Background: an optimization exercise with open tools, aiming at small area and a short achievable clock period. Do not read the settings as production practice. The RTL was checked by simulation tests, not by an equivalence proof against the original design. Power and IR drop assume default switching activity.

==> flow/design.v <==
module fifo_mem #(
    parameter int DWIDTH = 8,
    parameter int AWIDTH = 4
) (   
    input  wire              clk, wren,
    input  wire [AWIDTH-1:0] waddr, raddr,
    input  wire [DWIDTH-1:0] wdata,
    output wire [DWIDTH-1:0] rdata
);  
    localparam int DEPTH = 1 << AWIDTH;
    reg [DWIDTH-1:0] mem[DEPTH];
    assign rdata = mem[raddr];
    always @(posedge clk) begin
        if (wren) mem[waddr] <= wdata;
    end
endmodule
module sync_fifo #(
    parameter DWIDTH = 32,
    parameter AWIDTH = 5
) (
    input  wire              clk, rstn,
    input  wire              wren, rden,
    input  wire [DWIDTH-1:0] din,
    output wire [DWIDTH-1:0] dout,
    output wire              full,
    output wire              empty
);   
    parameter DEPTH = 1 << AWIDTH;
    reg [AWIDTH-1:0] wptr, rptr;
    wire [AWIDTH-1:0] wptr_nxt, rptr_nxt;
    reg  [AWIDTH:0] pptr;
    wire [AWIDTH:0] pptr_nxt;
    assign empty = pptr == 0;
    assign full = pptr == DEPTH;
    wire do_wr = wren & (~full);
    wire do_rd = rden & (~empty);
    assign pptr_nxt = ~(do_wr^do_rd) ? pptr : (
                        do_wr ? pptr + 1'b1 : pptr - 1'b1);
    always @(posedge clk or negedge rstn) begin
        if (~rstn) begin
            pptr <= 0;
        end else begin
            pptr <= pptr_nxt;
        end
    end
    assign wptr_nxt = wren & (~full) ? wptr + 1'b1 : wptr;
    always @(posedge clk or negedge rstn) begin
        if (~rstn) begin
            wptr <= 0;
        end else begin
            wptr <= wptr_nxt;
        end
    end
    assign rptr_nxt = rden & (!empty) ? rptr + 1'b1 : rptr;
    always @(posedge clk or negedge rstn) begin
        if (~rstn) begin
            rptr <= 0;
        end else begin
            rptr <= rptr_nxt;
        end
    end
    fifo_mem #(
        .DWIDTH(DWIDTH),
        .AWIDTH(AWIDTH)
    ) u_fifomem (
        .clk  (clk),
        .wren (wren & (~full)),
        .waddr(wptr),
        .raddr(rptr),
        .wdata(din),
        .rdata(dout)
    );
endmodule
==> flow/run.sh <==
#!/bin/bash
# synth_recipe.tcl (not shown) runs the flow's synth.tcl, then flattens the netlist and writes it again
# the make line also repeats each setting of config.mk as NAME=value (left out here)
make -C /OpenROAD-flow-scripts/flow DESIGN_CONFIG=/design/flow/config.mk WORK_HOME=/design/flow/orfs CLKGATE_MAP_FILE= SYNTH_SCRIPT=/design/flow/synth_recipe.tcl finish
==> flow/config.mk <==
export PLATFORM = sky130hd
export DESIGN_NAME = sync_fifo
export DESIGN_NICKNAME = sync_fifo
export VERILOG_FILES = /design/flow/design.v
export SDC_FILE = /design/flow/constraint.sdc
export NUM_CORES = 4
export LEC_CHECK = 0
export CAP_MARGIN = 20
export CORE_MARGIN = 2
export CORE_UTILIZATION = 40
export SLEW_MARGIN = 20
==> flow/constraint.sdc <==
create_clock -name core_clock -period 4.0 [get_ports {clk}]
set_input_delay 0.8000 -clock core_clock [delete_from_list [all_inputs] [get_ports {clk}]]
set_output_delay 0.8000 -clock core_clock [all_outputs]
set_load 0.01 [all_outputs]
==> results of run 1 <==
==> final cells by class <==
class	instances	share of cell area (%)
Multi-Input combinational cell	814	18.9
Tap cell	1298	3.41
Timing Repair Buffer	212	4.94
Clock inverter	74	1.78
Sequential cell	1040	65.4
Clock buffer	110	5.47
Inverter	3	0.0499
==> through the flow <==
stage          worst slack [ps]  area, um2
2_1_floorplan               911      40200
3_3_place_gp                404      43600
3_5_place_dp                418      43600
4_1_cts                   -42.5      47600
5_1_grt                   -62.9      47600
6_report                   89.9      47600
==> critical path, delay by kind of cell, from the launching register on <==
kind | cells | cell delay [ps]
mux | 1 | 200
compound gates | 4 | 730
buf+inv | 4 | 990
flops | 1 | 500
==> worst min-delay path by stage <==
stage                     cells after the start    start  slack, ps       to
after floorplan                               1  pptr[5]        480  pptr[5]
after global routing                          1  pptr[5]        570  pptr[5]
after CTS                                     1  pptr[5]        520  pptr[5]
final                                         1  pptr[5]        520  pptr[5]
after global placement                        1  pptr[5]        500  pptr[5]
after detailed placement                      1  pptr[5]        510  pptr[5]
==> metal layers <==
metal / up-vias / GRT usage [%] / wire (um) / part of all wire, %
li1: 8542 / - / - / -
met1: 10728 / 27.0 / 43000 / 43
met2: 700 / 30.7 / 47200 / 48
met3: 148 / 3.29 / 6500 / 6.6
met4: 4 / 5.57 / 2450 / 2.5
met5: - / 0 / 21 / 0.021
==> what timing repair did <==
item	4_1_cts	5_1_grt
pin swaps	1	1
resized for setup	65	26
gates cloned	7	3
setup buffers	8	2
setup endpoints to repair	32	17
==> cells in the final DEF (no fill, tap or decap), drive strengths merged, types with 2 or more instances in the layout <==
master,instances
nand3b,2
dlygate4sd2,13
nor2b,2
xor2,2
nand2,42
buf,155
dfrtp,16
clkbuf,118
nand3,2
nor3,33
clkinvlp,9
nand4,2
nor2,39
clkinv,46
inv,5
mux2i,321
mux4,128
a21o,2
nand2b,2
a21oi,36
bufbuf,5
o221ai,32
ha,9
mux2,4
clkdlybuf4s50,25
edfxtp,1024
o21ai,4
and2,2
a22o,96
dlymetal6s2s,6
xnor2,11
or2,2
a31oi,32
bufinv,17
==> power by group through the flow <==
stage / clock, uW / combinational, uW / sequential [uW]
floorplan: 0 / 6440 / 13100
finish: 9840 / 11400 / 13000
detailed placement: 0 / 10700 / 13200
global route: 10500 / 12000 / 13100
global placement: 0 / 10600 / 13200
CTS: 10000 / 11300 / 13000
==> cell families (layout without fill, tap and decap cells) <==
logic type / count (synthesis) / in the layout / share of synthesized area (%)
multiplexers: 453 / 453 / 15.3
adder cells (fa/ha/maj): 10 / 10 / 0.330
AO/OA/AOI/OAI: 206 / 206 / 3.90
XOR/XNOR: 13 / 13 / 0.330
buffers and inverters: 114 / 399 / 1.30
flip-flops: 1040 / 1040 / 77.4
AND/OR/NAND/NOR: 132 / 132 / 1.46
==> flip-flops by register name, summed over array words and instances (netlist names) <==
signal         flops
pptr               6
rptr               5
u_fifomem.mem   1024
wptr               5
==> summary.md, run 1 <==
| Metric | Value |
|---|---|
| Outcome | timing/DRC/antenna clean |
| Ys async rst share | 1.54% |
| R2R Setup Slk | 1160 ps |
| Clock slew at reported path FFs | 60 ps |
| HP Class | reg2reg |
| Via Count | 20122 |
| Net switching power | 10600 uW |
| GRT Residual Overflow | 0 |
| Cell variety after synth | 43 |
| Max-slew headroom | 26.8% |
| RD Place Congestion | 0.761 |
| Fin Hold WS | 522 ps |
| WS Path Type | reg2out |
| Period Utilization, post-route | 97.8% |
| Setup violators final | 0 |
| Synth warn | 2 |
| Count leader, synth | edfxtp_1 |
| Initial antenna violation count | 4 |
| Sequential element share of the synthesized area | 77.4% |
| Switching part of the total | 30.9% |
| DR WL/cell | 27.9 um |
| #FFs+latches synth | 1040 |
| GR Util All Layers | 19.2% |
| Final period demand of the worst path | 3910 ps |
| Critical Path Start | rptr[1] |
| Layout cell share with drive strength beyond 1 | 23.5% |
| Clk buf depth | 3 |
| Max Freq | 0.256 GHz |
| Final count of pins violating max slew | 0 |
| Post-synth top cells | 1024 x edfxtp_1, 321 x mux2i_1, 128 x mux4_2 |
| PwrDens | 718 nW/um2 |
| Placed insts | 3347 |
| # fillers | 8147 |
| Final Util | 47.7% |
| Number of buffers created by CTS | 100 |
| Synthesized area | 40200 um2 |
| Combinational share of power | 33.2% |
| Worst-Margin Slew | 1090 ps |
| CTS tree | built |
| Setup Total Neg Slack | 0 ps |
| Pint | 23600 uW |
| Syn Area/Cell | 20.5 um2 |
| Layout Skew | 23.0 ps |
| Antenna Nets Post-Route | 0 |
| Largest area contributor in the netlist | edfxtp_1 |
| WL final | 99100 um |
| Die area | 103000 um2 |
| Vias in the first global route | 20556 |
| Post-synth top area share | 76.4% |
| Peak supply drop | 0.525 mV |
| Clk Latency, worst-skew pair | 670 ps |
| Synthesis-to-finish area growth | 18.4% |
| Startpoint Class | flip-flop |
| Reg area | 31200 um2 |
| Highest cell delay on the worst timing path | 500 ps |
| First-pass GRT wire length | 144000 um |
| Synth top area cells | edfxtp_1 76%, mux2i_1 8.0%, mux4_2 7.2%, a22o_1 2.1%, dfrtp_1 0.99% |
| I/O Pins | 70 |
| Core Region | 99900 um2 |
| Half-perimeter wire length after placement | 55000 um |
| CP max stage cell | dfrtp_4 |
| Setup crit end | dout[5] |
| R2R Path Start | pptr[0] |
| Mapped Cells | 1968 |
| Pin count of the biggest net entering global routing | 45 |
| EDFF count, synth | 1024 |
| Final Non-Filler Cells | 3551 |
| Total Power | 34200 uW |
| Hold violation count in the final report | 0 |
| Via density | 5.67 |
| Clock power frac | 28.8% |
| IO Port Bufs | 69 |
| Depth of the CTS H-tree | 3 |
| Drt first pass iters | 5 |
| Hold_buf cts | 0 |
| Antenna cells | 0 |
| Crit Path Max Fanout | 17 |
| RSZ-0062 raised after global routing | true |
| # DRC | 0 |
| Die W | 321 um |
| Net Count, Synth | 2014 |
| Initial DRC count | 1941 |
| Area occupied by multi-input gates | 9020 um2 |
| Clk Tree Root Cell | clkbuf_16 |
| Reg2reg end | pptr[5] |
| Max-cap violation count | 0 |
| Final #Nets | 2217 |
| WP data required | 3200 ps |
| Critical path endpoint category | output port |
| Worst Reg-to-Reg Cells | 9 |
| Ys flop type | edfxtp_1 |
| Starting Density | 40.3% |
| Leakage | 0.0160 uW |
| Row count | 116 |
| Cells along the critical path | buf_12 -> buf_16 -> bufbuf_16 -> mux2i_1 -> a22o_1 -> a21oi_1 -> a31oi_1 -> o221ai_1 -> dlygate4sd2_1 |
| Die Y | 321 um |
| Crit path DAT | 3110 ps |
| Reg power frac | 38.0% |
| CTS sink cnt | 1040 |
==> run 2, diff against run 1 <==
==> flow/design.v (replaced) <==
module fifo_mem #(
    parameter int DWIDTH = 32,
    parameter int AWIDTH = 5
) (   
    input  wire              clk, wen,
    input  wire [AWIDTH-1:0] waddr, raddr,
    input  wire [DWIDTH-1:0] wdata,
    output wire [DWIDTH-1:0] rdata
);  
    localparam int DEPTH = 1 << AWIDTH;
    reg [DWIDTH-1:0] mem[1:DEPTH-1];
    genvar i;
    generate
        for (i = 1; i < DEPTH; i = i + 1) begin : g_row
            always @(posedge clk) begin
                if (wen && waddr == i) mem[i] <= wdata;
            end
        end
    endgenerate
    wire [DWIDTH-1:0] rows[DEPTH];
    assign rows[0] = mem[DEPTH-1];
    generate
        for (i = 1; i < DEPTH; i = i + 1) begin : g_rd
            assign rows[i] = mem[i];
        end
    endgenerate
    assign rdata = rows[raddr];
endmodule
module sync_fifo #(
    parameter DWIDTH = 32,
    parameter AWIDTH = 5
) (
    input  wire              clk, rstn,
    input  wire              wren, rden,
    input  wire [DWIDTH-1:0] din,
    output wire [DWIDTH-1:0] dout,
    output wire              full,
    output wire              empty
);   
    localparam DEPTH = 1 << AWIDTH;
    reg [AWIDTH:0]   cnt;         
    reg              empty_q;     
    reg              one_q;       
    reg              full_q;      
    reg [AWIDTH-1:0] wptr, rptr;  
    reg [DWIDTH-1:0] head;        
    assign empty = empty_q;
    assign full  = full_q;
    assign dout  = head;
    wire do_wr = wren & ~full_q;
    wire do_rd = rden & ~empty_q;
    wire load_din = empty_q | (one_q & rden);
    wire load_buf = rden & ~empty_q & ~one_q;
    wire wr_buf = do_wr & ~load_din;
    function automatic [AWIDTH-1:0] lfsr_next(input [AWIDTH-1:0] p);
        lfsr_next = {p[AWIDTH-2:0], p[4] ^ p[2]};
    endfunction
    wire [DWIDTH-1:0] buf_rdata;
    fifo_mem #(
        .DWIDTH(DWIDTH),
        .AWIDTH(AWIDTH)
    ) u_fifomem (
        .clk  (clk),
        .wen  (~full_q),
        .waddr(wptr),
        .raddr(rptr),
        .wdata(din),
        .rdata(buf_rdata)
    );
    always @(posedge clk) begin
        if (load_din) head <= din;
        else if (load_buf) head <= buf_rdata;
    end
    wire [AWIDTH:0] cnt_nxt = cnt + {{AWIDTH{1'b0}}, do_wr} - {{AWIDTH{1'b0}}, do_rd};
    always @(posedge clk or negedge rstn) begin
        if (~rstn) begin
            cnt     <= 0;
            empty_q <= 1'b1;
            one_q   <= 1'b0;
            full_q  <= 1'b0;
            wptr    <= 1;
            rptr    <= 1;
        end else begin
            cnt     <= cnt_nxt;
            empty_q <= cnt_nxt == 0;
            one_q   <= cnt_nxt == 1;
            full_q  <= cnt_nxt == DEPTH;
            if (wr_buf) wptr <= lfsr_next(wptr);
            if (load_buf) rptr <= lfsr_next(rptr);
        end
    end
endmodule
==> run 2 against run 1 <==
Compared with the run above:
- largest cell class unchanged
- core utilization shrank 0.84 points
- still clean
- final cell count up 7.4%
- routed wire length is 21% higher
- highest routed layer unchanged
==> summary.md, run 2 <==
| Metric | Value |
|---|---|
| Outcome | timing/DRC/antenna clean |
| Antenna Nets Post-Route | 0 |
| Highest cell delay on the worst timing path | 880 ps |
| Die W | 317 um |
| Max-slew headroom | 20.6% |
| Synth top area cells | edfxtp_1 79%, a22oi_1 4.9%, and3_1 3.5%, a2111oi_0 1.5%, dfrtp_1 1.0% |
| Synth warn | 3 |
| Layout cell share with drive strength beyond 1 | 14.4% |
| Depth of the CTS H-tree | 3 |
| GR Util All Layers | 23.9% |
| Die area | 100000 um2 |
| Pin count of the biggest net entering global routing | 52 |
| Vias in the first global route | 23128 |
| Dpl ws | 475 ps |
| Final period demand of the worst path | 3390 ps |
| Die Y | 317 um |
| Post-synth top cells | 1024 x edfxtp_1, 257 x a22oi_1, 219 x and3_1 |
| Post-synth top area share | 78.7% |
| Setup Total Neg Slack | 0 ps |
| RSZ-0062 raised after global routing | false |
| Core Region | 96700 um2 |
| CP bufs+invs | 2 |
| PnR worst setup slack | 614 ps |
| Count leader, synth | edfxtp_1 |
| Mapped Cells | 2295 |
| Syn Area/Cell | 17.0 um2 |
| WL final | 120000 um |
| Worst Reg-to-Reg Cells | 8 |
| Max Freq | 0.295 GHz |
| HP Class | in2async |
| Synthesized area | 39100 um2 |
| Cells along the critical path | buf_4 -> nand3b_1 -> nor2_1 -> buf_4 -> a22oi_1 -> nand3_1 -> nor4_1 -> o21ai_1 |
| RD Place Congestion | 0.817 |
| First-pass GRT wire length | 169000 um |
| Drt first pass iters | 6 |
| Ys flop type | edfxtp_1 |
| Starting Density | 40.4% |
| Layout Skew | 22.5 ps |
| Via density | 6.15 |
| Peak supply drop | 0.361 mV |
| Crit Path Max Fanout | 21 |
| Number of buffers created by CTS | 102 |
| Leakage | 0.0152 uW |
| Critical path endpoint category | flip-flop |
| R2R Path Start | rptr[3] |
| Half-perimeter wire length after placement | 67900 um |
| Initial DRC count | 3728 |
| Setup crit end | head[22] |
| Registers with the most flip-flops | u_fifomem.mem (992), head (32), cnt (6) |
| # DRC | 0 |
| CTS tree | built |
| Most frequent cells in the layout | 1024 x edfxtp_1, 257 x a22oi_1, 219 x and3_1, 119 x buf_4, 104 x clkbuf_16 |
| Post-cts sizing count | 0 |
| Final Util | 46.9% |
| Max-cap violation count | 0 |
| Reg area | 31200 um2 |
| Clk Latency, worst-skew pair | 680 ps |
| Critical Path Start | rptr[3] |
| Max FFs per register | 992 |
| CTS sink cnt | 1043 |
| Initial antenna violation count | 10 |
| Final count of pins violating max slew | 0 |
| Final #Nets | 2499 |
| R2R Setup Slk | 610 ps |
| Via Count | 23470 |
| CP max stage cell | nor2_1 |
| Most common cell after layout, fill and taps aside | edfxtp_1 |
| Worst-Margin Slew | 1190 ps |
| DR WL/cell | 31.5 um |
| # fillers | 8149 |
| Postcts setup bufs | 0 |
| Number of cells on the critical path | 8 |
| I/O Pins | 70 |
| WS Path Type | reg2reg |
| Clk buf depth | 3 |
| Clk Tree Root Cell | clkbuf_16 |
| Row count | 114 |
| PwrDens | 678 nW/um2 |
| Synthesis-to-finish area growth | 16.0% |
| Reg2reg end | head[22] |
| Period Utilization, post-route | 84.7% |
| Crit path DAT | 3880 ps |
| Largest area contributor in the netlist | edfxtp_1 |
| Clock slew at reported path FFs | 60 ps |
| Setup violators final | 0 |
| Hold violation count in the final report | 0 |
| WP data required | 4500 ps |
| CP top delay family | simple AND/OR/NAND/NOR gates |
| Hold_buf cts | 0 |
| Area occupied by multi-input gates | 7490 um2 |
| Top reg by flops | u_fifomem.mem |
| Startpoint Class | flip-flop |
| Cell variety after synth | 58 |
| Sequential element share of the synthesized area | 79.9% |
| #FFs+latches synth | 1043 |
| Most used cell, CP | buf_4 |
| Net Count, Synth | 2338 |
| EDFF count, synth | 1024 |
| Ys async rst share | 1.82% |
| IO Port Bufs | 69 |
| GRT Residual Overflow | 0 |
==> run 2: kinds of logic (layout without fill, tap and decap cells) <==
kind of cell	Yosys count	after routing	share of synthesized area (%)
AND/OR/NAND/NOR	607	607	8.59
multiplexers	16	16	0.429
flip-flops	1043	1043	79.9
XOR/XNOR	6	6	0.135
adder cells (fa/ha/maj)	7	7	0.243
AO/OA/AOI/OAI	466	466	8.85
other	0	5	0
buffers and inverters	150	388	1.81
==> run 2: metal layers <==
metal / routed length, um / GRT usage (%) / up-vias
met5: 13 / 0 / -
met4: 4140 / 8.44 / 2
met3: 13900 / 6.10 / 259
met2: 55900 / 37.6 / 1486
met1: 46400 / 32.5 / 12017
li1: - / - / 9706
==> run 2: worst min path at each step <==
stage	start	endpoint	depth (start not counted)
after floorplan	wptr[0]	wptr[0]	2
after global routing	rstn	rptr[3]	1
after CTS	wptr[0]	wptr[0]	2
final	rstn	one_q	1
after global placement	wptr[0]	wptr[0]	2
after detailed placement	wptr[0]	wptr[0]	2
==> run 2: final cells by class <==
| cell class | count | area share, % |
|---|---|---|
| inverter | 11 | 0.0911 |
| antenna | 5 | 0.0276 |
| timing repair buffer | 196 | 3.71 |
| tap | 1276 | 3.52 |
| sequential | 1043 | 68.9 |
| multi-input combinational | 1102 | 16.5 |
| clock inverter | 54 | 1.18 |
| clock buffer | 127 | 6.02 |
==> run 2: report_power, final <==
part           total, uW  internal [uW]  switching (uW)
registers          14000          13500             501
clock network       9400           5350            4050
logic               7380           2200            5180
==> run 2: per-stage QoR <==
| stage | hold WS [ps] | instance area, um2 | instances | power (uW) |
|---|---|---|---|---|
| after floorplan | 480 | 39100 | 2295 | 17800 |
| after global placement | 497 | 42100 | 3627 | 21300 |
| after detailed placement | 518 | 42100 | 3627 | 21500 |
| after CTS | 527 | 45300 | 3808 | 30800 |
| after global routing | 120 | 45300 | 3813 | 31800 |
| final | 114 | 45300 | 3814 | 30700 |
==> run 3, diff against run 2 <==
--- a/flow/design.v
+++ b/flow/design.v
@@ -71,7 +71,10 @@
         if (load_din) head <= din;
         else if (load_buf) head <= buf_rdata;
     end
-    wire [AWIDTH:0] cnt_nxt = cnt + {{AWIDTH{1'b0}}, do_wr} - {{AWIDTH{1'b0}}, do_rd};
+    wire inc = do_wr & ~do_rd;
+    wire dec = do_rd & ~do_wr;
+    wire [AWIDTH:0] cnt_up = cnt + 1'b1;
+    wire [AWIDTH:0] cnt_dn = cnt - 1'b1;
     always @(posedge clk or negedge rstn) begin
         if (~rstn) begin
             cnt     <= 0;
@@ -81,10 +84,17 @@
             wptr    <= 1;
             rptr    <= 1;
         end else begin
-            cnt     <= cnt_nxt;
-            empty_q <= cnt_nxt == 0;
-            one_q   <= cnt_nxt == 1;
-            full_q  <= cnt_nxt == DEPTH;
+            if (inc) begin
+                cnt     <= cnt_up;
+                empty_q <= 1'b0;
+                one_q   <= empty_q;
+                full_q  <= cnt == DEPTH - 1;
+            end else if (dec) begin
+                cnt     <= cnt_dn;
+                empty_q <= one_q;
+                one_q   <= cnt == 2;
+                full_q  <= 1'b0;
+            end
             if (wr_buf) wptr <= lfsr_next(wptr);
             if (load_buf) rptr <= lfsr_next(rptr);
         end
--- a/flow/config.mk
+++ b/flow/config.mk
@@ -8,4 +8,5 @@
 export CAP_MARGIN = 20
 export CORE_MARGIN = 2
 export CORE_UTILIZATION = 40
+export SETUP_SLACK_MARGIN = 2.0
 export SLEW_MARGIN = 20
==> run 3 against run 2 <==
Compared with the run above:
- area after synthesis decreased by 0.96%
- sequential share of layout area is 7.1 points lower
- final cell count increased by 6.6%
- first-iteration DRC count is 32% higher
- synthesized cell count down 2.7%
- routed wire length rose by 21%
- clock-buffer cell count is 9 lower
- via count up 11%
- cell area up 12%
- core utilization up 5.7 points
- highest routed layer is now met4
==> summary.md, run 3 <==
| Metric | Value |
|---|---|
| Outcome | timing/DRC/antenna clean |
| Mapped Cells | 2232 |
| Most used cell, CP | buf_12 |
| Initial DRC count | 4912 |
| Dpl ws | 644 ps |
| Die Y | 315 um |
| Ys flop type | edfxtp_1 |
| GRT Residual Overflow | 0 |
| Number of buffers created by CTS | 101 |
| Via density | 6.41 |
| Registers with the most flip-flops | u_fifomem.mem (992), head (32), cnt (6) |
| Startpoint Class | flip-flop |
| Via Count | 26054 |
| # DRC | 0 |
| HP Class | reg2reg |
| Cells along the critical path | buf_6 -> or2_4 -> buf_12 -> nor2_4 -> buf_12 -> a2111oi_4 -> nand4_1 -> nor3_1 -> o22ai_1 |
| Half-perimeter wire length after placement | 73600 um |
| Antenna Nets Post-Route | 0 |
| Synthesis-to-finish area growth | 30.7% |
| Final count of pins violating max slew | 0 |
| #FFs+latches synth | 1043 |
| Reg area | 31200 um2 |
| Grt met2 use | 45.0% |
| WL final | 146000 um |
| Sequential element share of the synthesized area | 80.7% |
| Post-synth top area share | 79.5% |
| # fillers | 7420 |
| Net Count, Synth | 2274 |
| RSZ-0062 raised after global routing | true |
| Critical path endpoint category | flip-flop |
| Top reg by flops | u_fifomem.mem |
| Most frequent cells in the layout | 1024 x edfxtp_1, 283 x a22oi_1, 227 x buf_4, 109 x buf_12, 103 x clkbuf_16 |
| Final period demand of the worst path | 2660 ps |
| Vias in the first global route | 24761 |
| Crit Path Max Fanout | 8 |
| IO Port Bufs | 69 |
| Max-cap violation count | 0 |
| Drt first pass iters | 9 |
| Period Utilization, post-route | 66.4% |
| Clock slew at reported path FFs | 70 ps |
| GR Util All Layers | 28.6% |
| CP max stage cell | dfstp_4 |
| Highest cell delay on the worst timing path | 660 ps |
| Die W | 315 um |
| WS Path Type | reg2reg |
| Synth warn | 3 |
| Starting Density | 40.2% |
| Layout cell share with drive strength beyond 1 | 33.2% |
| Core Region | 96300 um2 |
| Synthesized area | 38700 um2 |
| Max Freq | 0.376 GHz |
| CTS sink cnt | 1043 |
| First-pass GRT wire length | 196000 um |
| Ys async rst share | 1.82% |
| PnR worst setup slack | 1340 ps |
| Setup Total Neg Slack | 0 ps |
| R2R Setup Slk | 1340 ps |
| Setup violators final | 0 |
| Hold violation count in the final report | 0 |
| Cell variety after synth | 60 |
| Depth of the CTS H-tree | 3 |
| Clk buf depth | 3 |
| Count leader, synth | edfxtp_1 |
| Met1 GRT Util | 37.4% |
| Met3 usage | 6.18% |
| PwrDens | 668 nW/um2 |
| DR WL/cell | 35.9 um |
| Max FFs per register | 992 |
| Row count | 114 |
| Max-slew headroom | 27.4% |
| WP data required | 4390 ps |
| Pin count of the biggest net entering global routing | 34 |
| Post-synth top cells | 1024 x edfxtp_1, 348 x a22oi_1, 97 x and3_1 |
| RD Place Congestion | 0.842 |
| Most common cell after layout, fill and taps aside | edfxtp_1 |
| Syn Area/Cell | 17.3 um2 |
| Gr busiest metal | met2 |
| CTS tree | built |
| Die area | 99200 um2 |
| Area occupied by multi-input gates | 8940 um2 |
| Peak supply drop | 0.435 mV |
| EDFF count, synth | 1024 |
| Largest area contributor in the netlist | edfxtp_1 |
| Crit path DAT | 3050 ps |
| Initial antenna violation count | 3 |
| Layout Skew | 45.4 ps |
| Clk Tree Root Cell | clkbuf_16 |
| Worst-Margin Slew | 1090 ps |
| Leakage | 0.0169 uW |
| Final #Nets | 2748 |
| Synth top area cells | edfxtp_1 79%, a22oi_1 6.8%, and3_1 1.6%, dfrtp_1 1.0%, nand4_1 0.95% |
| Clk Latency, worst-skew pair | 710 ps |
| I/O Pins | 70 |
## run 3: cell types whose count changed after synthesis, sizes merged, moves of 7 or more
cell and change:
and3 -122, a22oi +91, a21oi +39, a2111oi -38, o21ai -34, clkbuf -26, nand2b -23, buf +15
nor2 +14, o22ai +12, or3 +9, a222oi -8, a32oi +8, nand3b +7
## run 3: routing by layer
| metal | part of all wire [%] | wire (um) | vias up |
|---|---|---|---|
| met4 | 6.1 | 8890 | 0 |
| met5 | 0 | 0 | - |
| met3 | 13 | 19200 | 500 |
| met2 | 46 | 66700 | 2292 |
| met1 | 35 | 51100 | 13107 |
| li1 | - | - | 10155 |
## run 3: repair_timing
item	in CTS	in global routing
resized for setup	425	194
gates cloned	7	3
pin swaps	158	164
setup endpoints to repair	986	464
hold buffers	0	0
buffers inserted	214	73
## run 3: final cells by class
class	count	share of cell area, %
multi-input combinational	1060	17.7
clock inverter	64	1.20
antenna	4	0.0198
inverter	6	0.0544
timing repair buffer	494	11.0
tap	1276	3.16
clock buffer	118	5.12
sequential	1043	61.8
## run 3: cells by family after synthesis
family | Yosys count | synth area share (%)
AOI/OAI and AO/OA | 531 | 10.0
buffers and inverters | 134 | 1.58
muxes | 17 | 0.479
and+or+nand+nor | 495 | 6.86
adders and majority gates | 6 | 0.213
xor gates and xnor gates | 6 | 0.136
DFF | 1043 | 80.7
## run 3: path summary, 6_finish.rpt
path,start,depth (start not counted),end
setup / recovery,rptr[0],9,head[22]
hold reg to reg,cnt[5],1,cnt[5]
max in group asynchronous,rstn,1,rptr[2]
setup reg to reg,rptr[0],9,head[22]
hold / removal,cnt[5],1,cnt[5]
min in group asynchronous,rstn,1,rptr[2]
## run 3: power by group
group / total [uW] / internal (uW) / switching [uW] / leakage, uW
clock network: 9350 / 5170 / 4190 / 0.00156
logic: 10400 / 4150 / 6300 / 0.00590
registers: 14000 / 13500 / 505 / 0.00950
total: 33800 / 22800 / 11000 / 0.0169
## run 3: critical path, delay by kind of cell (launching register included)
kind / cells / cell delay (ps)
AND/OR/NAND/NOR: 4 / 730
flip-flops: 1 / 660
AO/OA/AOI/OAI: 2 / 460
buffers and inverters: 3 / 450
## run 3: per-stage QoR
step	cells	power, uW	instance area (um2)	hold slack, ps	util (%)
final	4065	33800	50600	468	52.5
after global routing	4062	34500	50600	490	52.5
after CTS	3985	32300	49000	475	50.8
after detailed placement	3582	21100	42300	464	43.9
after global placement	3581	21100	42300	462	43.9
after floorplan	2232	17600	39200	430	-
==> run 4, diff against run 3 <==
--- a/flow/config.mk
+++ b/flow/config.mk
@@ -7,6 +7,6 @@
 export LEC_CHECK = 0
 export CAP_MARGIN = 20
 export CORE_MARGIN = 2
-export CORE_UTILIZATION = 40
+export CORE_UTILIZATION = 65
 export SETUP_SLACK_MARGIN = 2.0
 export SLEW_MARGIN = 20
==> run 4 against run 3 <==
Compared with the run above:
- clock skew down 12 ps
- cell area is 0.20% higher
- largest power group unchanged
- critical endpoint is now head[30]
- total power rose by 3.4%
==> summary.md, run 4 <==
| Metric | Value |
|---|---|
| Drt first pass iters | 10 |
| Worst-Margin Slew | 1080 ps |
| Die Y | 248 um |
| HP Class | reg2reg |
| Starting Density | 65.7% |
| Most common cell after layout, fill and taps aside | edfxtp_1 |
| Antenna Nets Post-Route | 0 |
| Net Count, Synth | 2274 |
| Initial antenna violation count | 12 |
| CTS tree | built |
| Reg power frac | 40.2% |
| Setup violators final | 0 |
| Synth warn | 3 |
| Ys flop type | edfxtp_1 |
| Number of buffers created by CTS | 100 |
| Row count | 89 |
| WL final | 159000 um |
| Critical path endpoint category | flip-flop |
| Max-slew headroom | 27.7% |
| RD Place Congestion | 0.883 |
| Total Power | 34900 uW |
| Crit Path Max Fanout | 6 |
| WP data required | 4420 ps |
| Hold violation count in the final report | 0 |
| Die area | 61500 um2 |
| R2R Setup Slk | 1220 ps |
| Synthesized area | 38700 um2 |
| GR Util All Layers | 49.6% |
| Most frequent cells in the layout | 1024 x edfxtp_1, 283 x a22oi_1, 249 x buf_4, 106 x clkbuf_16, 100 x buf_12 |
| Max-cap violation count | 0 |
| Largest area contributor in the netlist | edfxtp_1 |
| Fin Hold WS | 470 ps |
| CTS sink cnt | 1043 |
| Final period demand of the worst path | 2780 ps |
| Synth top area cells | edfxtp_1 79%, a22oi_1 6.8%, and3_1 1.6%, dfrtp_1 1.0%, nand4_1 0.95% |
| R2R Path Start | rptr[2] |
| Worst Reg-to-Reg Cells | 12 |
| Top reg by flops | u_fifomem.mem |
| Worst hold path depth | 1 |
| DR WL/cell | 43.9 um |
| Startpoint Class | flip-flop |
| First-pass GRT wire length | 204000 um |
| Outcome | timing/DRC/antenna clean |
| GRT Residual Overflow | 0 |
| Pint | 23100 uW |
| Hold Path Origin | cnt[5] |
| Via Count | 28785 |
| Syn Area/Cell | 17.3 um2 |
| Layout Skew | 33.2 ps |
| Registers with the most flip-flops | u_fifomem.mem (992), head (32), cnt (6) |
| #FFs+latches synth | 1043 |
| I/O Pins | 70 |
| Crit path DAT | 3210 ps |
| Max Freq | 0.359 GHz |
| Clk Tree Root Cell | clkbuf_16 |
| Setup Total Neg Slack | 0 ps |
| PwrDens | 689 nW/um2 |
| Cell variety after synth | 60 |
| Via density | 7.95 |
| Highest cell delay on the worst timing path | 440 ps |
| Core Region | 58900 um2 |
| Max FFs per register | 992 |
| Clk buf depth | 3 |
| Count leader, synth | edfxtp_1 |
| Reg2reg end | head[30] |
| IO Port Bufs | 69 |
| CP bufs+invs | 6 |
| Leakage | 0.0173 uW |
| Peak supply drop | 0.749 mV |
| Clock slew at reported path FFs | 80 ps |
| Post-synth top cells | 1024 x edfxtp_1, 348 x a22oi_1, 97 x and3_1 |
| Hold path endpoint | cnt[5] |
| Clk Latency, worst-skew pair | 690 ps |
| Die W | 248 um |
| Half-perimeter wire length after placement | 70600 um |
| Initial DRC count | 6716 |
| Vias in the first global route | 26805 |
| Layout cell share with drive strength beyond 1 | 34.9% |
| RSZ-0062 raised after global routing | true |
| Mapped Cells | 2232 |
| Net switching power | 11800 uW |
| CP top delay family | simple AND/OR/NAND/NOR gates |
| Final #Nets | 2806 |
| Depth of the CTS H-tree | 3 |
| WS Path Type | reg2reg |
| Combinational share of power | 33.0% |
| Switching part of the total | 33.8% |
| Sequential element share of the synthesized area | 80.7% |
| # DRC | 0 |
| Cells along the critical path | buf_6 -> buf_12 -> buf_6 -> nand3b_1 -> buf_12 -> nor2_4 -> buf_4 -> buf_4 -> a22oi_1 -> nand4_1 -> nor4_2 -> o22ai_1 |
| Ys async rst share | 1.82% |
| Pin count of the biggest net entering global routing | 34 |
| Synthesis-to-finish area growth | 31.0% |
| Post-synth top area share | 79.5% |
| Period Utilization, post-route | 69.6% |
| EDFF count, synth | 1024 |
| Final count of pins violating max slew | 0 |
| CP max stage cell | dfrtp_2 |
| Clock power frac | 26.8% |
## run 4: cell counts after synthesis
Identical to the previous run, type by type.
## run 4: worst max path at each step
| stage | from | endpoint | slack (ps) | cells after the start |
|---|---|---|---|---|
| after CTS | rptr[0] | head[27] | 1460 | 9 |
| after global placement | rptr[0] | head[16] | 650 | 6 |
| after global routing | rptr[2] | head[4] | 1260 | 11 |
| after floorplan | wren | cnt[5] | 1620 | 8 |
| final | rptr[2] | head[30] | 1220 | 12 |
| after detailed placement | rptr[0] | head[16] | 670 | 6 |
## run 4: timing repair
action	CTS	global route
gates resized for setup	501	141
setup buffers	272	64
pin swaps	200	135
gates cloned	23	6
hold buffers	0	0
setup endpoints to repair	1040	804
## run 4: per-stage QoR
| stage | std cells | worst slack (ps) | area (um2) | utilization [%] |
|---|---|---|---|---|
| 2_1_floorplan | 2232 | 1620 | 39200 | - |
| 3_3_place_gp | 3068 | 654 | 41500 | 70.4 |
| 3_5_place_dp | 3069 | 670 | 41500 | 70.5 |
| 4_1_cts | 3547 | 1460 | 49300 | 83.7 |
| 5_1_grt | 3618 | 1260 | 50700 | 86.0 |
| 6_report | 3622 | 1220 | 50700 | 86.0 |
## run 4: cell families (layout without fill, tap and decap cells)
group	count (synthesis)	after routing	synth area share, %
compound gates	531	531	10.0
flops	1043	1043	80.7
xor+xnor	6	6	0.136
buf+inv	134	736	1.58
mux	17	17	0.479
fa+ha+maj	6	6	0.213
other cells	0	4	0
simple gates	495	506	6.86
## run 4: power groups by stage
stage               clock (uW)  combinational [uW]  sequential [uW]
CTS                       9120                9610            13900
global route              9670               11400            14100
global placement             0                6600            14100
detailed placement           0                6730            14200
finish                    9350               11500            14000
floorplan                    0                3590            14000
## run 4: area by class of cell
cell class | count | area [um2]
antenna | 4 | 10.0
clock buffer | 124 | 2590
clock inverter | 59 | 553
fill | 2389 | 8230
inverter | 6 | 30.0
multi-input combinational | 1066 | 9050
sequential | 1043 | 31200
tap | 773 | 967
timing repair buffer | 547 | 6230
## run 4: per-layer routing
metal / up-vias / share of wire [%] / global-route usage (%) / routed length [um]
met3: 1122 / 19 / 19.9 / 30200
li1: 10294 / - / - / -
met5: - / 0.035 / 1.11 / 55
met1: 13800 / 30 / 64.0 / 47300
met2: 3561 / 41 / 70.0 / 65900
met4: 8 / 9.8 / 32.5 / 15600
==> run 5, diff against run 4 <==
--- a/flow/design.v
+++ b/flow/design.v
@@ -1,30 +1,27 @@
 module fifo_mem #(
     parameter int DWIDTH = 32,
-    parameter int AWIDTH = 5
+    parameter int NROWS  = 31
 ) (   
-    input  wire              clk, wen,
-    input  wire [AWIDTH-1:0] waddr, raddr,
+    input  wire              clk,
+    input  wire [NROWS-1:0]  wsel, rsel,
     input  wire [DWIDTH-1:0] wdata,
     output wire [DWIDTH-1:0] rdata
 );  
-    localparam int DEPTH = 1 << AWIDTH;
-    reg [DWIDTH-1:0] mem[1:DEPTH-1];
+    reg [DWIDTH-1:0] mem[NROWS];
     genvar i;
     generate
-        for (i = 1; i < DEPTH; i = i + 1) begin : g_row
+        for (i = 0; i < NROWS; i = i + 1) begin : g_row
             always @(posedge clk) begin
-                if (wen && waddr == i) mem[i] <= wdata;
+                if (wsel[i]) mem[i] <= wdata;
             end
         end
     endgenerate
-    wire [DWIDTH-1:0] rows[DEPTH];
-    assign rows[0] = mem[DEPTH-1];
-    generate
-        for (i = 1; i < DEPTH; i = i + 1) begin : g_rd
-            assign rows[i] = mem[i];
-        end
-    endgenerate
-    assign rdata = rows[raddr];
+    reg [DWIDTH-1:0] rd;
+    always @(*) begin
+        rd = '0;
+        for (int k = 0; k < NROWS; k = k + 1) rd = rd | (mem[k] & {DWIDTH{rsel[k]}});
+    end
+    assign rdata = rd;
 endmodule
 module sync_fifo #(
     parameter DWIDTH = 32,
@@ -38,11 +35,14 @@
     output wire              empty
 );   
     localparam DEPTH = 1 << AWIDTH;
+    localparam NROWS = DEPTH - 1;
+    localparam JW = DEPTH / 2;
     reg [AWIDTH:0]   cnt;         
     reg              empty_q;     
     reg              one_q;       
     reg              full_q;      
-    reg [AWIDTH-1:0] wptr, rptr;  
+    reg [AWIDTH-1:0] wptr;        
+    reg [JW-1:0]     rptr;        
     reg [DWIDTH-1:0] head;        
     assign empty = empty_q;
     assign full  = full_q;
@@ -55,15 +55,36 @@
     function automatic [AWIDTH-1:0] lfsr_next(input [AWIDTH-1:0] p);
         lfsr_next = {p[AWIDTH-2:0], p[4] ^ p[2]};
     endfunction
+    function automatic [JW-1:0] john_next(input [JW-1:0] p);
+        john_next = {p[JW-2:0], ~(p[JW-1] & p[JW-2])};
+    endfunction
+    reg [NROWS-1:0] wsel, rsel;
+    always @(*) begin
+        reg [AWIDTH-1:0] ws;
+        ws = 1;
+        for (int k = 0; k < NROWS; k = k + 1) begin
+            wsel[k] = ~full_q & (wptr == ws);
+            ws = lfsr_next(ws);
+        end
+        for (int k = 0; k < NROWS; k = k + 1) begin
+            if (k == 0)
+                rsel[k] = rptr[0] & ~rptr[1];
+            else if (k < JW - 1)
+                rsel[k] = rptr[k] & ~rptr[k+1];
+            else if (k == JW - 1)
+                rsel[k] = rptr[JW-1] & rptr[0];
+            else
+                rsel[k] = ~rptr[k-JW] & rptr[k-JW+1];
+        end
+    end
     wire [DWIDTH-1:0] buf_rdata;
     fifo_mem #(
         .DWIDTH(DWIDTH),
-        .AWIDTH(AWIDTH)
+        .NROWS (NROWS)
     ) u_fifomem (
         .clk  (clk),
-        .wen  (~full_q),
-        .waddr(wptr),
-        .raddr(rptr),
+        .wsel (wsel),
+        .rsel (rsel),
         .wdata(din),
         .rdata(buf_rdata)
     );
@@ -96,7 +117,7 @@
                 full_q  <= 1'b0;
             end
             if (wr_buf) wptr <= lfsr_next(wptr);
-            if (load_buf) rptr <= lfsr_next(rptr);
+            if (load_buf) rptr <= john_next(rptr);
         end
     end
 endmodule
--- a/flow/config.mk
+++ b/flow/config.mk
@@ -7,6 +7,6 @@
 export LEC_CHECK = 0
 export CAP_MARGIN = 20
 export CORE_MARGIN = 2
-export CORE_UTILIZATION = 65
-export SETUP_SLACK_MARGIN = 2.0
+export CORE_UTILIZATION = 60
+export SETUP_SLACK_MARGIN = 1.9
 export SLEW_MARGIN = 20
==> run 5 against run 4 <==
Compared with the run above:
- still clean
- critical path depth shrank 4
- clock-buffer cell count is 3 higher
- global-route usage fell by 7.8 points
- sequential power hardly changed
- clock power is 3.0% higher
- maximum frequency is 22% higher
- area after synthesis grew 2.3%
- total power up 6.0%
- first-iteration DRC count decreased by 27%
==> summary.md, run 5 <==
| Metric | Value |
|---|---|
| Outcome | timing/DRC/antenna clean |
| Post-synthesis compound-gate area fraction | 12.2% |
| Final Non-Filler Cells | 3704 |
| Mapped Cells | 2357 |
| Vias in the first global route | 24641 |
| Via Count | 26681 |
| HP Class | reg2reg |
| Ys flop type | edfxtp_1 |
| Combinational share of power | 35.7% |
| Clock slew at reported path FFs | 60 ps |
| RD Place Congestion | 0.829 |
| Setup violators final | 0 |
| PwrDens | 750 nW/um2 |
| Mux contribution to synthesized area | 0.594% |
| Reg area | 31600 um2 |
| GR Util All Layers | 41.8% |
| XOR/XNOR Fraction of Synth Area | 0.0885% |
| Simple-gate share of the synthesized area | 3.61% |
| Largest family of logic cells by synthesized area | compound AO/OA/AOI/OAI gates |
| Depth of the CTS H-tree | 3 |
| I/O Pins | 70 |
| Antenna Nets Post-Route | 0 |
| Final count of pins violating max slew | 0 |
| Die Y | 261 um |
| Cells along the critical path | buf_12 -> buf_4 -> nor2b_4 -> buf_6 -> a22o_1 -> a221oi_2 -> nand4_1 -> o32a_1 |
| Post-synth top cells | 1024 x edfxtp_1, 236 x a22oi_1, 208 x inv_1 |
| CP top delay family | compound AO/OA/AOI/OAI gates |
| CP bufs+invs | 3 |
| Worst-Margin Slew | 1120 ps |
| Synthesis-to-finish area growth | 24.7% |
| Leakage | 0.0172 uW |
| Layout cell share with drive strength beyond 1 | 28.0% |
| Number of buffers created by CTS | 103 |
| Post-synth top area share | 77.7% |
| CP max stage cell | dfrtp_4 |
| Hold_buf cts | 0 |
| Clk Tree Root Cell | clkbuf_16 |
| Starting Density | 60.4% |
| Core Region | 65500 um2 |
| # DRC | 0 |
| Registers with the most flip-flops | u_fifomem.mem (992), head (32), rptr (16) |
| Crit Path Max Fanout | 5 |
| Critical path endpoint category | flip-flop |
| Switching part of the total | 34.6% |
| Net switching power | 12800 uW |
| DR WL/cell | 39.1 um |
| WS Path Type | reg2reg |
| Hold violation count in the final report | 0 |
| EDFF count, synth | 1024 |
| Ys async rst share | 2.85% |
| Period Utilization, post-route | 56.8% |
| GRT Residual Overflow | 0 |
| Synth top area cells | edfxtp_1 78%, a22oi_1 4.5%, inv_1 2.0%, dfrtp_1 1.7%, o22ai_1 1.5% |
| Pint | 24200 uW |
| Max-cap violation count | 0 |
| Sequential element share of the synthesized area | 79.6% |
| Layout Skew | 19.6 ps |
| Max Freq | 0.440 GHz |
| WL final | 145000 um |
| Cell variety after synth | 50 |
| Highest cell delay on the worst timing path | 540 ps |
| Final #Nets | 2792 |
| Clk buf depth | 3 |
| Startpoint Class | flip-flop |
| Synthesized area | 39600 um2 |
| Clock power frac | 26.0% |
| Crit path DAT | 2690 ps |
| Placed insts | 3263 |
| Max FFs per register | 992 |
| Syn Area/Cell | 16.8 um2 |
| Peak supply drop | 0.436 mV |
| R2R Setup Slk | 1730 ps |
| Row count | 94 |
| #FFs+latches synth | 1054 |
| Synth warn | 3 |
| CTS tree | built |
| IO Port Bufs | 69 |
| Via density | 7.20 |
| Area occupied by multi-input gates | 7780 um2 |
| Drt first pass iters | 6 |
| Die W | 261 um |
| Synth Area in Adders | 0.209% |
| Reg power frac | 38.3% |
| # fillers | 3796 |
| Initial antenna violation count | 6 |
| Die area | 68100 um2 |
| Most common cell after layout, fill and taps aside | edfxtp_1 |
| Pin count of the biggest net entering global routing | 38 |
| Largest area contributor in the netlist | edfxtp_1 |
| Net Count, Synth | 2399 |
| Count leader, synth | edfxtp_1 |
| Most frequent cells in the layout | 1024 x edfxtp_1, 208 x a22oi_1, 207 x inv_1, 201 x buf_4, 112 x clkbuf_16 |
| First-pass GRT wire length | 192000 um |
| WP data required | 4420 ps |
| Half-perimeter wire length after placement | 71800 um |
| RSZ-0062 raised after global routing | true |
| Initial DRC count | 4917 |
| Max-slew headroom | 25.1% |
| Setup Total Neg Slack | 0 ps |
| Final period demand of the worst path | 2270 ps |
| Clk Latency, worst-skew pair | 670 ps |
| Top reg by flops | u_fifomem.mem |
| CTS sink cnt | 1054 |
## run 5: changes by cell type after synthesis, sizes merged, moves of 29 or more
| cell | delta |
|---|---|
| a221oi | +65 |
| and3 | -97 |
| nor2b | +29 |
| inv | +202 |
| a22o | +46 |
| o22ai | +82 |
| a2111oi | -31 |
| a22oi | -112 |
| nand2 | -39 |
## run 5: what timing repair did
| action | CTS | global route |
|---|---|---|
| resized for setup | 339 | 147 |
| hold endpoints to repair | 0 | 0 |
| setup endpoints to repair | 940 | 259 |
| buffers inserted | 163 | 71 |
| pin swaps | 62 | 83 |
| cloned | 6 | 6 |
## run 5: area by class of cell
class | instances | area share, %
sequential | 1054 | 63.9
multi-input combinational | 951 | 15.8
inverter | 208 | 1.60
antenna | 2 | 0.0101
clock inverter | 66 | 1.12
timing repair buffer | 432 | 9.79
clock buffer | 127 | 5.59
tap | 864 | 2.19
## run 5: power groups by stage
stage | clock network, uW | logic (uW) | registers (uW)
after floorplan | 0 | 4820 | 14100
after detailed placement | 0 | 9090 | 14600
final | 9630 | 13200 | 14200
after global placement | 0 | 8950 | 14500
after CTS | 9600 | 11300 | 14100
after global routing | 10000 | 13300 | 14200
## run 5: logic make-up after synthesis
logic type | after synthesis
AO/OA/AOI/OAI | 637
XOR/XNOR | 4
adder cells (fa/ha/maj) | 6
buffers and inverters | 353
flip-flops | 1054
multiplexers | 21
AND/OR/NAND/NOR | 282
## run 5: final timing paths
check / startpoint / endpoint / cells after the start
worst max register to register: rptr[5] / head[3] / 8
min in group asynchronous: rstn / cnt[2] / 2
worst max-delay path: rptr[5] / head[3] / 8
worst min register to register: cnt[5] / cnt[5] / 1
worst min-delay path: cnt[5] / cnt[5] / 1
max in group asynchronous: rstn / rptr[12] / 2
## run 5: metal layers
layer / vias to the layer above / part of all wire (%) / global-route usage [%]
met4: 8 / 6.3 / 21.9
met1: 13398 / 33 / 56.8
met2: 2530 / 45 / 63.5
met5: - / 0.037 / 0
met3: 498 / 15 / 10.1
li1: 10247 / - / -
## run 5: per-stage QoR
stage / instance area [um2] / total power (uW) / hold slack (ps) / utilization (%) / setup WS, ps
final: 49400 / 37000 / 476 / 75.3 / 1730
after global routing: 49400 / 37600 / 492 / 75.3 / 1700
after CTS: 48000 / 35000 / 472 / 73.3 / 1700
after detailed placement: 42100 / 23700 / 457 / 64.3 / 881
after global placement: 42100 / 23500 / 465 / 64.3 / 858
after floorplan: 39700 / 18900 / 433 / - / 1400
==> run 6, diff against run 5 <==
--- a/flow/design.v
+++ b/flow/design.v
@@ -51,6 +51,7 @@
     wire do_rd = rden & ~empty_q;
     wire load_din = empty_q | (one_q & rden);
     wire load_buf = rden & ~empty_q & ~one_q;
+    wire hold = ~load_din & ~load_buf;
     wire wr_buf = do_wr & ~load_din;
     function automatic [AWIDTH-1:0] lfsr_next(input [AWIDTH-1:0] p);
         lfsr_next = {p[AWIDTH-2:0], p[4] ^ p[2]};
@@ -89,8 +90,8 @@
         .rdata(buf_rdata)
     );
     always @(posedge clk) begin
-        if (load_din) head <= din;
-        else if (load_buf) head <= buf_rdata;
+        head <= (din & {DWIDTH{load_din}}) | (buf_rdata & {DWIDTH{load_buf}})
+              | (head & {DWIDTH{hold}});
     end
     wire inc = do_wr & ~do_rd;
     wire dec = do_rd & ~do_wr;
--- a/flow/config.mk
+++ b/flow/config.mk
@@ -7,6 +7,8 @@
 export LEC_CHECK = 0
 export CAP_MARGIN = 20
 export CORE_MARGIN = 2
-export CORE_UTILIZATION = 60
-export SETUP_SLACK_MARGIN = 1.9
+export CORE_UTILIZATION = 50
+export CTS_CLUSTER_DIAMETER = 80
+export CTS_CLUSTER_SIZE = 30
+export SETUP_SLACK_MARGIN = 1.6
 export SLEW_MARGIN = 20
==> run 6 against run 5 <==
Compared with the run above:
- clock skew up 13 ps
- global-route usage down 6.0 points
- sequential share of layout area up 4.6 points
- clock power down 37%
- cell area down 7.5%
- synthesized cell count down 1.2%
- register-to-register slack worse by 330 ps
- sequential power about the same
- setup slack worse by 330 ps
- die area up 20%
- first-iteration DRC count down 2.0%
==> summary.md, run 6 <==
| Metric | Value |
|---|---|
| Hold_buf cts | 0 |
| GR Util All Layers | 35.8% |
| WL final | 148000 um |
| RSZ-0062 raised after global routing | true |
| Mapped Cells | 2328 |
| Initial DRC count | 4821 |
| Initial antenna violation count | 3 |
| Setup Total Neg Slack | 0 ps |
| Die W | 286 um |
| I/O Pins | 70 |
| EDFF count, synth | 992 |
| Placed insts | 3423 |
| WP data required | 4510 ps |
| Clk Latency, worst-skew pair | 650 ps |
| Clk buf depth | 3 |
| Total Power | 32500 uW |
| Worst hold path depth | 2 |
| Antenna Nets Post-Route | 0 |
| IO Port Bufs | 69 |
| Pin count of the biggest net entering global routing | 34 |
| Via density | 7.15 |
| R2R Path Start | rptr[4] |
| Crit Path Max Fanout | 10 |
| Final Non-Filler Cells | 3618 |
| Layout Skew | 32.1 ps |
| Most frequent cells in the layout | 992 x edfxtp_1, 260 x a22oi_1, 176 x buf_4, 113 x nor2b_1, 105 x o21ai_0 |
| Worst-Margin Slew | 1090 ps |
| CTS sink cnt | 1054 |
| Clock slew at reported path FFs | 120 ps |
| Critical path endpoint category | flip-flop |
| CTS tree | built |
| Half-perimeter wire length after placement | 81900 um |
| Post-synth top cells | 992 x edfxtp_1, 260 x a22oi_1, 136 x nor2b_1 |
| Synthesized area | 39800 um2 |
| RD Place Congestion | 0.895 |
| Hold violation count in the final report | 0 |
| Final count of pins violating max slew | 0 |
| HP Class | reg2reg |
| Registers with the most flip-flops | u_fifomem.mem (992), head (32), rptr (16) |
| Hold path endpoint | head[16] |
| Synth top area cells | edfxtp_1 75%, a22oi_1 4.9%, nor2b_1 2.1%, and3b_1 2.0%, dfrtp_1 1.7% |
| Worst Reg-to-Reg Cells | 7 |
| WS Path Type | reg2reg |
| Startpoint Class | flip-flop |
| Max-slew headroom | 27.0% |
| Most common cell after layout, fill and taps aside | edfxtp_1 |
| Net Count, Synth | 2370 |
| Final period demand of the worst path | 2600 ps |
| GRT Residual Overflow | 0 |
| R2R Setup Slk | 1400 ps |
| Crit path DAT | 3110 ps |
| Outcome | timing/DRC/antenna clean |
| Max Freq | 0.385 GHz |
| Top reg by flops | u_fifomem.mem |
| Leakage | 0.0149 uW |
| Sequential element share of the synthesized area | 78.4% |
| Peak supply drop | 0.479 mV |
| Cell variety after synth | 68 |
| Syn Area/Cell | 17.1 um2 |
| Ys async rst share | 2.85% |
| Clk Tree Root Cell | clkbuf_16 |
| Largest area contributor in the netlist | edfxtp_1 |
| Die Y | 286 um |
| Die area | 81900 um2 |
| Number of buffers created by CTS | 46 |
| Dpl ws | 533 ps |
| Post-synth top area share | 74.8% |
| DR WL/cell | 41.0 um |
| Count leader, synth | edfxtp_1 |
| Ys flop type | edfxtp_1 |
| # DRC | 0 |
| Core Region | 78900 um2 |
| Layout cell share with drive strength beyond 1 | 18.1% |
| Depth of the CTS H-tree | 2 |
| Setup violators final | 0 |
| Synth warn | 3 |
| #FFs+latches synth | 1054 |
| Synthesis-to-finish area growth | 14.7% |
| Row count | 103 |
| Max-cap violation count | 0 |
| Fin Hold WS | 492 ps |
| PwrDens | 713 nW/um2 |
| Via Count | 25869 |
| Hold Path Origin | head[16] |
| PnR worst setup slack | 1400 ps |
| Period Utilization, post-route | 65.0% |
| Max FFs per register | 992 |
| Starting Density | 50.5% |
| Vias in the first global route | 24176 |
| Reg2reg end | head[4] |
| First-pass GRT wire length | 200000 um |
| Drt first pass iters | 8 |
| Final #Nets | 2571 |
[run 6: cell types whose count changed after synthesis, sizes merged, moves of 25 or more]
cell	previous run	this run
clkbuf	51	84
o22ai	94	13
o32a	25	0
and3b	0	93
a2111oi	2	34
nand4	53	23
inv	208	14
o21ai	23	111
a21oi	57	5
dfxtp	0	32
nor2	74	43
edfxtp	1024	992
nor2b	37	136
[run 6: kinds of logic (layout without fill, tap and decap cells)]
logic type      after synthesis  count (layout)  share of synthesized area (%)
flops                      1054            1054                           78.4
compound gates              622             622                           12.0
simple gates                464             464                           7.24
buf+inv                     172             410                           1.97
fa+ha+maj                     6               6                          0.207
mux                           6               6                          0.167
xor+xnor                      4               4                         0.0880
other cells                   0               2                              0
[run 6: power by group]
part | total [uW] | switching [uW] | internal (uW) | leakage, uW
registers | 14100 | 710 | 13400 | 0.00957
logic | 12300 | 8230 | 4070 | 0.00453
clock network | 6090 | 3570 | 2520 | 0.000756
total | 32500 | 12500 | 20000 | 0.0149
[run 6: area by class of cell]
type,count,area [um2]
Fill cell,5988,33200
Sequential cell,1054,31300
Multi-Input combinational cell,1102,8410
Timing Repair Buffer,308,3020
Tap cell,1050,1310
Clock buffer,62,1280
Clock inverter,23,262
Inverter,17,87.6
Antenna cell,2,5.00
[run 6: worst max-delay path, stage by stage, from the launching register on]
cell       delay, ps
dfrtp_4          580
clkbuf_8         260
buf_8            220
and3b_1          200
a2111oi_1        460
nand3_1          230
nor4b_4          390
o21ai_0          120
[run 6: worst max-delay path by stage]
| stage | from | end | slack [ps] |
|---|---|---|---|
| after floorplan | wptr[1] | u_fifomem.mem[15][0] | 1350 |
| after global placement | wren | cnt[5] | 690 |
| after detailed placement | wren | cnt[5] | 530 |
| after CTS | wren | cnt[5] | 1400 |
| after global routing | rden | cnt[5] | 1420 |
| final | rptr[4] | head[4] | 1400 |
[run 6: repair_timing]
item,4_1_cts,5_1_grt
buffers inserted,81,27
resized for setup,85,53
endpoints found under the setup margin,212,112
pin swaps,11,16
[run 6: metrics by stage]
stage | utilization [%] | area (um2)
final | 57.9 | 45600
after global routing | 57.9 | 45600
after CTS | 57.4 | 45300
after detailed placement | 54.0 | 42600
after global placement | 54.0 | 42600
after floorplan | - | 39800
[run 6: metal layers]
metal | global-route usage [%] | share of wire, % | up-vias
met1 | 50.4 | 36 | 13317
met2 | 53.4 | 44 | 2199
li1 | - | - | 9909
met5 | 0 | 0.0088 | -
met4 | 17.4 | 5.8 | 2
met3 | 7.73 | 14 | 442
==> run 7, diff against run 6 <==
--- a/flow/config.mk
+++ b/flow/config.mk
@@ -10,5 +10,5 @@
 export CORE_UTILIZATION = 50
 export CTS_CLUSTER_DIAMETER = 80
 export CTS_CLUSTER_SIZE = 30
-export SETUP_SLACK_MARGIN = 1.6
+export SETUP_SLACK_MARGIN = 1.8
 export SLEW_MARGIN = 20
==> run 7 against run 6 <==
Compared with the run above:
- clock power down 2%
- critical path depth up 3
- synthesized cell count unchanged
- core utilization up 2.5 points
- via count up 4.2%
- area after synthesis unchanged
- combinational power up 18%
- hold slack worse by 3.8 ps
- clock-buffer cell count down 2
- maximum frequency up 13%
- register-to-register slack better by 300 ps
- sequential power about the same
==> summary.md, run 7 <==
| Metric | Value |
|---|---|
| Max Freq | 0.434 GHz |
| #FFs+latches synth | 1054 |
| RSZ-0062 raised after global routing | true |
| Antenna Nets Post-Route | 0 |
| Final Util | 60.4% |
| Sequential element share of the synthesized area | 78.4% |
| Cell variety after synth | 68 |
| RD Place Congestion | 0.899 |
| CP bufs+invs | 2 |
| Vias in the first global route | 24638 |
| Via density | 7.18 |
| Final count of pins violating max slew | 0 |
| Critical Path Start | empty_q |
| Ys flop type | edfxtp_1 |
| GR Util All Layers | 37.0% |
| Most frequent cells in the layout | 992 x edfxtp_1, 253 x a22oi_1, 245 x buf_4, 112 x nor2b_1, 91 x o21ai_0 |
| Synth warn | 3 |
| Max FFs per register | 992 |
| Post-synth top cells | 992 x edfxtp_1, 260 x a22oi_1, 136 x nor2b_1 |
| Layout cell share with drive strength beyond 1 | 24.3% |
| Synthesized area | 39800 um2 |
| Startpoint Class | flip-flop |
| Initial antenna violation count | 15 |
| Ys async rst share | 2.85% |
| Outcome | timing/DRC/antenna clean |
| Registers with the most flip-flops | u_fifomem.mem (992), head (32), rptr (16) |
| CP max stage cell | dfstp_2 |
| Hold Path Origin | head[0] |
| Die W | 286 um |
| WP data required | 4520 ps |
| R2R Path Start | empty_q |
| Critical path endpoint category | flip-flop |
| Clk Latency, worst-skew pair | 650 ps |
| Synth top area cells | edfxtp_1 75%, a22oi_1 4.9%, nor2b_1 2.1%, and3b_1 2.0%, dfrtp_1 1.7% |
| PwrDens | 726 nW/um2 |
| Final #Nets | 2704 |
| Mapped Cells | 2328 |
| Highest cell delay on the worst timing path | 560 ps |
| Grt met2 use | 55.6% |
| Die area | 81900 um2 |
| Setup Total Neg Slack | 0 ps |
| CTS sink cnt | 1054 |
| Number of buffers created by CTS | 45 |
| Worst-Margin Slew | 1140 ps |
| Cells along the critical path | buf_6 -> nand2b_4 -> ha_4 -> inv_8 -> ha_4 -> a21oi_4 -> o21ai_2 -> mux2i_2 -> o2111ai_2 -> xor2_1 |
| Clock slew at reported path FFs | 110 ps |
| Met3 usage | 9.48% |
| Drt first pass iters | 9 |
| I/O Pins | 70 |
| Row count | 103 |
| Core Region | 78900 um2 |
| IO Port Bufs | 69 |
| EDFF count, synth | 992 |
| Depth of the CTS H-tree | 2 |
| Post-synth top area share | 74.8% |
| DR WL/cell | 41.3 um |
| Via Count | 26951 |
| Leakage | 0.0158 uW |
| Clk buf depth | 3 |
| Initial DRC count | 5304 |
| Net Count, Synth | 2370 |
| Fin Hold WS | 488 ps |
| WS Path Type | reg2reg |
| Count leader, synth | edfxtp_1 |
| Hold violation count in the final report | 0 |
| GRT Residual Overflow | 0 |
| Half-perimeter wire length after placement | 81800 um |
| Total Power | 34600 uW |
| Layout Skew | 20.5 ps |
| # fillers | 5742 |
| Starting Density | 50.5% |
| Syn Area/Cell | 17.1 um2 |
| Setup violators final | 0 |
| Final period demand of the worst path | 2300 ps |
| WL final | 155000 um |
| Die Y | 286 um |
| Gr busiest metal | met2 |
| Synthesis-to-finish area growth | 19.7% |
| Largest area contributor in the netlist | edfxtp_1 |
| Most common cell after layout, fill and taps aside | edfxtp_1 |
| Pin count of the biggest net entering global routing | 34 |
| Top reg by flops | u_fifomem.mem |
| Most used cell, CP | ha_4 |
| CP top delay family | flip-flops |
| Max-cap violation count | 0 |
| Clk Tree Root Cell | clkbuf_16 |
| Peak supply drop | 0.390 mV |
| First-pass GRT wire length | 206000 um |
| Crit Path Max Fanout | 6 |
| Met1 GRT Util | 51.0% |
| HP Class | reg2reg |
| CTS tree | built |
| Max-slew headroom | 23.5% |
| Period Utilization, post-route | 57.6% |
| # DRC | 0 |
| Crit path DAT | 2830 ps |
-- run 7: cell counts after synthesis --
No cell type changed its count.
-- run 7: worst paths after layout --
| kind | to | slack (ps) | cells after the start |
|---|---|---|---|
| max reg2reg | cnt[5] | 1700 | 10 |
| min reg2reg | head[0] | 490 | 2 |
| min | head[0] | 490 | 2 |
| min in group asynchronous | cnt[4] | 600 | 2 |
| max | cnt[5] | 1700 | 10 |
| max in group asynchronous | rptr[6] | 2940 | 2 |
-- run 7: worst min-delay path: stages (launching register included) --
cell and delay [ps]:
dfxtp_1 330, a22oi_1 60, o21ai_1 70
-- run 7: cell families after synthesis --
kind of cell	after synthesis	share of synthesized area [%]
multiplexers	6	0.167
adder cells (fa/ha/maj)	6	0.207
AO/OA/AOI/OAI	622	12.0
buffers and inverters	172	1.97
flip-flops	1054	78.4
XOR/XNOR	4	0.0880
AND/OR/NAND/NOR	464	7.24
-- run 7: timing repair --
item / CTS / global route
buffers inserted: 169 / 60
hold buffers: 0 / 0
endpoints found under the setup margin: 911 / 295
resized for setup: 219 / 151
endpoints found under the hold margin: 0 / 0
cloned: 4 / 2
pin swaps: 51 / 69
-- run 7: final cells by class --
class                   count  area [um2]  area share (%)
diodes                     10        25.0          0.0525
clock buffers              60        1230            2.59
clock inverters            21         236           0.496
inverters                  17         105           0.221
multi-input cells        1102        8880            18.6
flip-flops and latches   1054       31200            65.6
well taps                1050        1310            2.76
repair buffers            442        4590            9.64
-- run 7: layer usage --
layer	up-vias	part of all wire, %
met5	-	0.028
met1	13895	36
li1	10187	-
met3	475	14
met4	6	5.8
met2	2388	44
-- run 7: where the power goes --
group	switching, uW	internal (uW)
clock network	3510	2420
logic	9170	5370
registers	678	13400
total	13400	21200
-- run 7: per-stage QoR --
stage	instances	instance area, um2	setup WS, ps
after detailed placement	3430	42600	625
final	3756	47600	1700
after floorplan	2328	39900	1350
after CTS	3684	46600	1660
after global placement	3430	42600	683
after global routing	3748	47600	1620

[afterwards: timing with drivers on the ports]
The flow's constraints put no driver on any port. The routed layouts listed below were extracted and timed again, unchanged, in two steps.
Step 1 assumes that a clkbuf_16 drives the clock port and a buf_2 every other input.
Step 2, shift: input delay + t, output delay - t, t = (earliest + latest rising clock arrival at the registers) / 2. This alone moves slack from input paths to output paths.
Slacks: no drivers / after step 1 / after step 2; pairs: no drivers / after step 1.
run | t (ns) | setup slack, ns | hold slack, ns | clock arrival spread, ns
run 1 | 0.722 | 0.090 / 0.025 / 0.747 | 0.522 / 0.522 / 0.522 | 0.028 / 0.029
run 2 | 0.736 | 0.614 / 0.614 / 0.404 | 0.114 / 0.068 / 0.518 | 0.026 / 0.026
run 3 | 0.759 | 1.343 / 1.343 / 1.245 | 0.468 / 0.468 / 0.468 | 0.050 / 0.050
run 4 | 0.747 | 1.217 / 1.217 / 1.145 | 0.470 / 0.470 / 0.470 | 0.037 / 0.036
run 5 | 0.728 | 1.727 / 1.725 / 1.390 | 0.476 / 0.476 / 0.476 | 0.024 / 0.024
run 6 | 0.701 | 1.401 / 1.401 / 0.837 | 0.492 / 0.492 / 0.492 | 0.037 / 0.038
run 7 | 0.706 | 1.697 / 1.697 / 1.051 | 0.488 / 0.488 / 0.488 | 0.022 / 0.022
After both steps setup and hold are still met in every run listed. The setup slack of run 7, which loses most, moves by 0.000 ns with the drivers and by -0.646 ns with both steps.
